This is an optimization exercise on Yosys and OpenROAD, whose aim is small area, not a production implementation.
Where RTL was checked, it was by simulation tests only, not by an equivalence proof against the original.
No driver is modelled on the clock port, so clocking that relies on it looks cheaper here than on a real chip.
Power is estimated from default activity; no workload was simulated.

Design traffic_lights, start of the top module:
module traffic_lights (
  input  logic        clk_i,
  input  logic        srst_i,
  input  logic [2:0]  cmd_type_i,
  input  logic        cmd_valid_i,
  input  logic [15:0] cmd_data_i,
  output logic        red_o,
  output logic        yellow_o,
  output logic        green_o
);
clock: 5.0 ns
lec_check: 0
cap_margin: 0
core_margin: 2
core_utilization: 40
gpl_timing_driven: 0
slew_margin: 0
standard.sh (not shown) runs the stock make flow with config.mk's settings and CLKGATE_MAP_FILE= SYNTH_SCRIPT=/design/flow/synth_recipe.tcl, a recipe that flattens the netlist after the stock synthesis.
==> flow/flow/run.sh <==
#!/bin/bash
# Own layout flow: the standard synthesis, then the same synthesis with an
# area-oriented ABC script (registers unchanged, checked against the standard
# synthesis), then the standard ORFS layout with small port buffers and a
# lighter clock tree.
set -euo pipefail
W=$(pwd)
F=$W/flow
PLAT=${FLOW_PLATFORM:-sky130hd}
R=$W/orfs/results/$PLAT/traffic_lights/base

# 1. standard synthesis (reference for the registers)
bash standard.sh synth > $W/log_synth_std.txt 2>&1
cp $R/1_2_yosys.v $W/std_1_2_yosys.v

# 2. area-oriented synthesis with a few ABC scripts; keep the smallest
best=""; best_area=""
for s in $F/abc*.script; do
  n=$(basename $s .script)
  make -C $FLOW_HOME DESIGN_CONFIG=$W/config.mk WORK_HOME=$W/orfs_$n CLKGATE_MAP_FILE= \
    SYNTH_SCRIPT=$F/mysynth.tcl MY_ABC=$s synth > $W/log_synth_$n.txt 2>&1 || continue
  v=$W/orfs_$n/results/$PLAT/traffic_lights/base/1_2_yosys.v
  python3 $F/flopcheck.py $W/std_1_2_yosys.v $v >> $W/log_flopcheck.txt 2>&1 || continue
  a=$(grep 'Chip area' $W/orfs_$n/reports/$PLAT/traffic_lights/base/synth_stat.txt | awk '{print $NF}')
  echo "$n $a" >> $W/log_areas.txt
  if [[ -z "$best" ]] || python3 -c "import sys; sys.exit(0 if $a < $best_area else 1)"; then
    best=$v; best_area=$a
  fi
done
if [[ -n "$best" ]]; then
  cp $best $R/1_2_yosys.v
  touch $R/1_2_yosys.v
fi

# 3. layout
bash standard.sh \
  "BUFFER_PORTS_ARGS=-buffer_cell sky130_fd_sc_hd__buf_1" \
  "CTS_ARGS=${CTS_ARGS_OVERRIDE:--sink_clustering_enable -repair_clock_nets -dont_use_dummy_load -buf_list sky130_fd_sc_hd__clkbuf_4 -root_buf sky130_fd_sc_hd__clkbuf_4}" \
  finish > $W/log_layout.txt 2>&1
Other scripts of this flow, unchanged in this note and not shown: flow/flow/abc1.script, flow/flow/abc2.script, flow/flow/abc3.script, flow/flow/flopcheck.py, flow/flow/genlib.py, flow/flow/mysynth.tcl
Then changed:
CAP_MARGIN = 20   (was 0)
GPL_TIMING_DRIVEN = unset   (was 0)
SLEW_MARGIN = 20   (was 0)
Cell count went up by 0.68%.
Design area stays flat.
Setup slack gets better by 0.075 ns.
Sequential share of layout area went up by 0.10 points.
Synthesized cell count is unchanged.
Power went up by 0.64%.
Fmax went up by 1.8%.
Count of clock-buffer cells in the layout is unchanged.
No run of this note included a check of the RTL's function; only the layout flow was run.

traffic_lights, a different RTL version from the one above (not shown whole).
For scale: about 25 I/O pins, ~2600 um2 of cells after synthesis.
==> flow/design.v (excerpt) <==
module traffic_lights (
  input  logic        clk_i,
  input  logic        srst_i,
  input  logic [2:0]  cmd_type_i,
  input  logic        cmd_valid_i,
  input  logic [15:0] cmd_data_i,
  output logic        red_o,
  output logic        yellow_o,
  output logic        green_o
);
Settings: LEC_CHECK=0, CAP_MARGIN=0, CORE_MARGIN=2, CORE_UTILIZATION=60, GPL_TIMING_DRIVEN=0, SLEW_MARGIN=0; clock period 5.0 ns.
==> flow/flow/run.sh <==
#!/bin/bash
# Own layout flow: the standard synthesis, then the same synthesis with an
# area-oriented ABC script (registers unchanged, checked against the standard
# synthesis), then the standard ORFS layout with small port buffers and a
# lighter clock tree.
set -euo pipefail
W=$(pwd)
F=$W/flow
PLAT=${FLOW_PLATFORM:-sky130hd}
R=$W/orfs/results/$PLAT/traffic_lights/base

# 1. standard synthesis (reference for the registers)
bash standard.sh synth > $W/log_synth_std.txt 2>&1
cp $R/1_2_yosys.v $W/std_1_2_yosys.v

# 2. area-oriented synthesis with a few ABC scripts; keep the smallest
best=""; best_area=""
for s in $F/abc*.script; do
  n=$(basename $s .script)
  make -C $FLOW_HOME DESIGN_CONFIG=$W/config.mk WORK_HOME=$W/orfs_$n CLKGATE_MAP_FILE= \
    SYNTH_SCRIPT=$F/mysynth.tcl MY_ABC=$s synth > $W/log_synth_$n.txt 2>&1 || continue
  v=$W/orfs_$n/results/$PLAT/traffic_lights/base/1_2_yosys.v
  python3 $F/flopcheck.py $W/std_1_2_yosys.v $v >> $W/log_flopcheck.txt 2>&1 || continue
  a=$(grep 'Chip area' $W/orfs_$n/reports/$PLAT/traffic_lights/base/synth_stat.txt | awk '{print $NF}')
  echo "$n $a" >> $W/log_areas.txt
  if [[ -z "$best" ]] || python3 -c "import sys; sys.exit(0 if $a < $best_area else 1)"; then
    best=$v; best_area=$a
  fi
done
if [[ -n "$best" ]]; then
  cp $best $R/1_2_yosys.v
  touch $R/1_2_yosys.v
fi

# 3. layout; the clock tree is built by flow/cts_pre.tcl (four clock buffers
# fed by the clock port), CTS is told to skip the clock net
export MCT_NBUF=${MCT_NBUF:-4}
export MCT_CELL=${MCT_CELL:-sky130_fd_sc_hd__clkbuf_8}
bash standard.sh \
  "BUFFER_PORTS_ARGS=-buffer_cell sky130_fd_sc_hd__buf_1" \
  "PRE_CTS_TCL=$F/cts_pre.tcl" \
  finish > $W/log_layout.txt 2>&1
Other scripts of this flow, unchanged in this note and not shown: flow/flow/abc1.script, flow/flow/abc2.script, flow/flow/abc3.script, flow/flow/cts_pre.tcl, flow/flow/flopcheck.py, flow/flow/mantree.tcl, flow/flow/mysynth.tcl
The baseline completed with no timing, DRC or antenna violations.
==> next run, changes <==
--- a/flow/config.mk
+++ b/flow/config.mk
@@ -7,3 +7,3 @@
 export LEC_CHECK = 0
-export CAP_MARGIN = 0
+export CAP_MARGIN = 20
 export CORE_MARGIN = 2
@@ -11,2 +11,2 @@
 export GPL_TIMING_DRIVEN = 0
-export SLEW_MARGIN = 0
+export SLEW_MARGIN = 20
Effect: Die area does not change; total power barely changes; maximum frequency is about the same; wire length fell slightly; area after synthesis does not change; flip-flop and latch count stays the same; synthesized cell count does not change; core utilization drops by 0.35 points.
==> next run, changes <==
--- a/flow/config.mk
+++ b/flow/config.mk
@@ -7,6 +7,6 @@
 export LEC_CHECK = 0
-export CAP_MARGIN = 20
+export CAP_MARGIN = 0
 export CORE_MARGIN = 2
-export CORE_UTILIZATION = 60
+export CORE_UTILIZATION = 70
 export GPL_TIMING_DRIVEN = 0
-export SLEW_MARGIN = 20
+export SLEW_MARGIN = 0
Effect: The changed run ran to the end with no violations. Design area barely changes. Total power is about the same. First-iteration DRC count grows by 8.8%. Wire length grows by 0.52%. Flip-flop and latch count stays the same. Combinational power grows by about 3%.

==> static timing again, ports no longer ideal <==
Ports are ideal in the flow. The routed layouts listed here were re-timed in OpenROAD.
Step 1 (the two cells are an assumption about what drives the block):
set clk [get_ports {clk_i}]
set_driving_cell -lib_cell sky130_fd_sc_hd__clkbuf_16 $clk
set_driving_cell -lib_cell sky130_fd_sc_hd__buf_2 [delete_from_list [all_inputs] $clk]
Step 2, shift: input delay + t, output delay - t, t = (earliest + latest rising clock arrival at the registers) / 2. This alone moves slack from input paths to output paths.
a / b / c = ideal / step 1 / step 2; a / b = the first two.
run | shift t [ns] | setup slack, ns | worst slew at a driven data input, ns
the first run of note 1 | 0.398 | 0.648 / 0.648 / 0.648 | 0.04
the second run of note 1 | 0.421 | 0.723 / 0.723 / 0.723 | 0.03
the first run of note 2 | 0.208 | 0.669 / 0.669 / 0.669 | 0.04
the second run of note 2 | 0.206 | 0.664 / 0.664 / 0.664 | 0.03
the third run of note 2 | 0.208 | 0.617 / 0.617 / 0.617 | 0.04
After both steps every run listed still meets setup and hold.
